Background: an optimization exercise with open tools, aiming at small area and a short achievable clock period. Do not read the settings as production practice.
Function was not checked in any run shown here: the RTL went through the layout flow alone.
No activity file was given, so power comes from the tool's default toggle rates.

==> flow/design.v, too long to show whole: its modules and the start of the top module <==
// module movavg: 1923 lines
module movavg(
    input logic clk,
    input logic reset,
    input logic [63:0] din,
    output logic [63:0] dout
);
  // ...
==> flow/flow/run.sh <==
#!/bin/bash
set -euo pipefail
export BUFFER_PORTS_ARGS="-buffer_cell sky130_fd_sc_hd__buf_2"
bash standard.sh > standard_make.log 2>&1
==> flow/standard.sh <==
#!/bin/bash
# synth_recipe.tcl (not shown) runs the flow's synth.tcl, then flattens the netlist and writes it again
# the make line also repeats each setting of config.mk as NAME=value (left out here)
make -C /OpenROAD-flow-scripts/flow DESIGN_CONFIG=/design/flow/config.mk WORK_HOME=/design/flow/orfs CLKGATE_MAP_FILE= SYNTH_SCRIPT=/design/flow/synth_recipe.tcl "${@:-finish}"
==> flow/config.mk <==
export PLATFORM = sky130hd
export DESIGN_NAME = movavg
export DESIGN_NICKNAME = movavg
export VERILOG_FILES = /design/flow/design.v
export SDC_FILE = /design/flow/constraint.sdc
export NUM_CORES = 4
export LEC_CHECK = 0
export CAP_MARGIN = 20
export CORE_MARGIN = 2
export CORE_UTILIZATION = 40
export SETUP_SLACK_MARGIN = 1.5
export SLEW_MARGIN = 20
==> flow/constraint.sdc <==
create_clock -name core_clock -period 7.5 [get_ports {clk}]
set_input_delay 1.5000 -clock core_clock [delete_from_list [all_inputs] [get_ports {clk}]]
set_output_delay 1.5000 -clock core_clock [all_outputs]
set_load 0.01 [all_outputs]
==> impl_results.md, run 1 <==
- Outcome: no timing/DRC/antenna violations
- Antenna diode count: 0
- Met2 wire length: ~11 mm
- Post-synthesis sequential area ratio: 0.3219
- Met1 global-route usage: 0.2017
- Comb power: approximately 1100 uW
- Top power group: sequential cells
- H-Tree Level Count: 4
- Core area: just under 30000 um2
- Leak pwr: 0.006369 uW
- Synthesized net count: 1448
- # Max-Cap Violations: 0
- Antenna Nets Post-Route: 0
- Placer Congestion: 0.8231
- Initial DRC Count: approximately 260
- Flops & latches, synth: around 190
- Setup ws final: 1298 ps
- Required time of the critical path: roughly 6000 ps
- Post-Synth XOR/XNOR Area: 0.05941
- Non-CTS buffers: 153
- Fmax: 161.2 MHz
- Fraction of layout cells with a size suffix above 1: 0.2025
- R2r endpoint: q[54]$_SDFF_PP0_
- Largest family of logic cells by synthesized area: adder cells
- Crit. End Element: output pin
- Post-synthesis compound-gate area fraction: 0.1060
- Vias: roughly 7800
- Power share of the combinational group: 0.335
- Slowest CP cell: fa_1
- Yosys top cell by area: dfxtp_1
- Die W: 176.8 um
- Clk power: 992 uW
==> run 2: changes to the inputs <==
--- a/flow/config.mk
+++ b/flow/config.mk
@@ -10,3 +10,3 @@
 export CORE_UTILIZATION = 40
-export SETUP_SLACK_MARGIN = 1.5
+export SETUP_SLACK_MARGIN = 3.0
 export SLEW_MARGIN = 20
==> impl_results.md, run 2 <==
- Max_slew headroom: 0.5244
- Synthesized area: 11940 um2
- Least-Margin Pin Slew: 713.4 ps
- DR pass1 iterations: 4
- Hold Path Class: reg2reg
- Antenna Nets Post-Route: 0 (unchanged)
- First-pass GRT wire length: about 38 mm
- Crit Path Class: in2out
- PortBufs: between 100 and 150
- Commonest non-fill, non-tap cells in the layout: dfxtp_1 (192), nor2b_1 (151), buf_2 (119)
- Leak pwr: 0.006447 uW (+1.2%)
- Pin count of the biggest net entering global routing: slightly above 100
- Fill cell count: 2737
- Clock buffer count from CTS: 17
- Crit path time final: roughly 6200 ps
- Initial Util: 0.4051
- H-Tree Level Count: 4 (unchanged)
- Die area: ~31000 um2
- Fraction of layout cells with a size suffix above 1: 0.2348 (+0.03229)
- Max clock buf depth: 2
- Hold Path Depth: 1
- Synth top area cells: dfxtp_1 (32%), fa_1 (17%), ha_1 (13%), nor2b_1 (8.0%), buf_4 (4.0%)
- R2r endpoint: q[52]$_SDFF_PP0_
- Post-synthesis sequential area ratio: 0.3219 (unchanged)
- Number of global-route vias before repair: 8019
- Syn Area/Cell: between 10 and 15 um2
- Share of async-settable or async-resettable flops after synthesis: 0
- Site row count: 63
- Crit. End Element: output pin
- Maximum vdd ir drop: 0.1652 mV
- Vias: 7839 (+1.1%)
- HP Start: t1[59]$_SDFF_PP0_
- Slew Limit Fails: 0
- Grt total ovfl: 0
- Required time of the critical path: 6000 ps (about the same)
- Cells after Synth: around 1200
- Most frequent cells after synthesis: dfxtp_1 (192), nor2b_1 (153), ha_1 (123)
- Crit path DAT: 4690 ps
- Clock sinks: 192
- Yosys top cell by area: dfxtp_1
- Placer Congestion: 0.7938 (-3.6%)
- CTS root buf: clkbuf_16
- Fmax: 161.6 MHz (+0.23%)
- Hold Fails Final Rpt: 0
- Hold buffers post-CTS: 0
- Number of flops mapped to enable cells by yosys: 0
- Worst R2R Start: t1[0]$_SDFF_PP0_
- Post-route cell area: 14100 um2
- Place WS: 1002 ps
- Initial DRC Count: 297 (+13%)
- Count leader, synth: dfxtp_1
- Hold Crit Endpoint: t2[59]$_SDFF_PP0_
- Startpoint Class: input port
- Final setup vio count: 0
- # Max-Cap Violations: 0 (unchanged)
- Number of top-level pins: 130
- Setup tns final: 0 ps
- Primary FF master, synth: dfxtp_1
- WL/cell: 13.72 um
- Initial antenna violation count: 4
- Die W: 176.8 um (unchanged)
- Die height: 176.8 um
- Clock skew: 13.64 ps
- Post-DP HPWL: roughly 17 mm
- Core area: 29480 um2 (unchanged)
- Power Dens Cells: 224.2 nW/um2
- Synthesized net count: 1448 (unchanged)
- Worst-Skew Late Latency: between 400 and 500 ps
- Gr usage total: 0.1517
- Outcome: no timing/DRC/antenna violations
- Final worst-path cycle share: 0.8250
- Final nets: 1545
- Netlist cell types: 55
- CTS tree: done
- Cells on worst reg2reg path: 15
- Ys Warns: 1
- Reg clk slew, reported paths: 70 ps
- CP max FO: 4
- Setup repair after global routing missed its margin: true
- Largest registers: q (64), t1 (64), t2 (64)
- Area delta synth->final: 18.07%
- Flops & latches, synth: 192 (unchanged)
- Setup ws final: 1312 ps (+14.13 ps)
- Vias per cell: 4.722
- Placed cell area: between 10000 and 15000 um2
- Setup slack, reg-to-reg: about 3300 ps
- Final WL: ~23 mm
- DR DRC count: 0
- Most common cell after layout, fill and taps aside: dfxtp_1
- Synth top area share: 0.3219
-- run 2: cell count changes in the layout (fill, tap and decap cells not counted), moves of 3 or more --
cell,before,now
xnor2_1,51,46
bufinv_16,3,0
fa_2,3,9
nor2_2,0,5
buf_6,11,20
a21oi_1,44,41
inv_8,3,6
xnor2_2,3,8
ha_4,12,16
fa_1,97,91
nor2_1,98,91
-- run 2: worst max-delay path: stages --
cell	delay, ps
buf_6	100
fa_2	590
ha_4	210
buf_6	120
a21oi_4	110
o211ai_1	190
a221oi_2	290
buf_4	170
o211ai_4	120
buf_4	190
buf_6	100
and2_2	230
o21a_1	210
o21a_1	190
nor2_1	110
xnor2_1	120
buf_2	140
-- run 2: kinds of logic (layout without fill, tap and decap cells) --
kind of cell / after synthesis / count (layout) / synth area share
other: 0 / 1 / 0
adders and majority gates: 223 / 223 / 0.2965
AOI/OAI and AO/OA: 178 / 178 / 0.1060
and+or+nand+nor: 348 / 348 / 0.1530
DFF: 192 / 192 / 0.3219
buffers and inverters: 137 / 247 / 0.06318
xor gates and xnor gates: 81 / 81 / 0.05941
-- run 2: where the power goes --
group          switching, uW  internal (uW)
clock                    460            450
sequential              43.7           1080
combinational            587            543
total                   1090           2070
-- run 2: timing repair --
action,in CTS,in global routing
gates resized for setup,66,38
setup endpoints to repair,62,69
buffers inserted,19,13
pin swaps,36,36
-- run 2: worst max path at each step --
stage           start       end  slack (ps)  depth (start not counted)
2_1_floorplan  din[2]  dout[63]        1790                         13
3_3_place_gp   din[2]  dout[63]        1050                         14
3_5_place_dp   din[2]  dout[63]        1000                         14
4_1_cts        din[3]  dout[62]        1230                         15
5_1_grt        din[5]  dout[42]        1180                         16
6_report       din[5]  dout[27]        1310                         17
-- run 2: cell type report --
type | instances | area [um2] | area share
timing repair buffer | 163 | 1021 | 0.07241
clock inverter | 15 | 160.2 | 0.01136
multi-input combinational | 830 | 7964 | 0.5648
sequential | 192 | 3844 | 0.2726
antenna | 1 | 2.502 | 0.0001775
inverter | 52 | 195.2 | 0.01384
tap | 390 | 488.0 | 0.03461
clock buffer | 17 | 425.4 | 0.03017
-- run 2: per-stage QoR --
step	hold WS (ps)	utilization	std cells	power, uW
6_report	507.3	0.4783	1660	3161
5_1_grt	530.6	0.4782	1659	3371
4_1_cts	514.7	0.4675	1645	3154
3_5_place_dp	499.6	0.4310	1594	2130
3_3_place_gp	492.3	0.4310	1594	2120
2_1_floorplan	466.1	-	1159	2018
-- run 2: layer usage --
metal	part of all wire	GRT usage	up-vias
li1	-	-	3987
met1	0.48	0.1986	3721
met2	0.48	0.2541	104
met3	0.032	0.03093	25
met4	0.014	0.04270	2
met5	0.00057	0	-

## port drivers added, routing unchanged
The results above use ideal ports. As a check the final layouts listed here were re-extracted and re-timed, cells and wires unchanged.
Step 1, drivers: a clkbuf_16 drives clk and a buf_2 each remaining input, both assumed.
Step 2 adds t to the input delays and takes it off the output delays; t is the mean of the earliest and latest rising clock arrival at the registers after step 1. Input paths then give back, and output paths get back, about the clock's delay inside the block.
a / b / c = ideal ports / drivers / drivers and shift; a / b = the first two.
run | t (ns) | slack for setup (ns) | worst register clock-pin slew, ns | worst slew at a driven data input, ns
run 1 | 0.487 | 1.298 / 1.262 / 1.262 | 0.09 / 0.09 | 0.08
run 2 | 0.478 | 1.312 / 1.279 / 1.279 | 0.08 / 0.08 | 0.07
After both steps setup and hold are still met in every run listed. The setup slack of run 1, which loses most, moves by -0.036 ns with the drivers and by -0.036 ns with both steps.
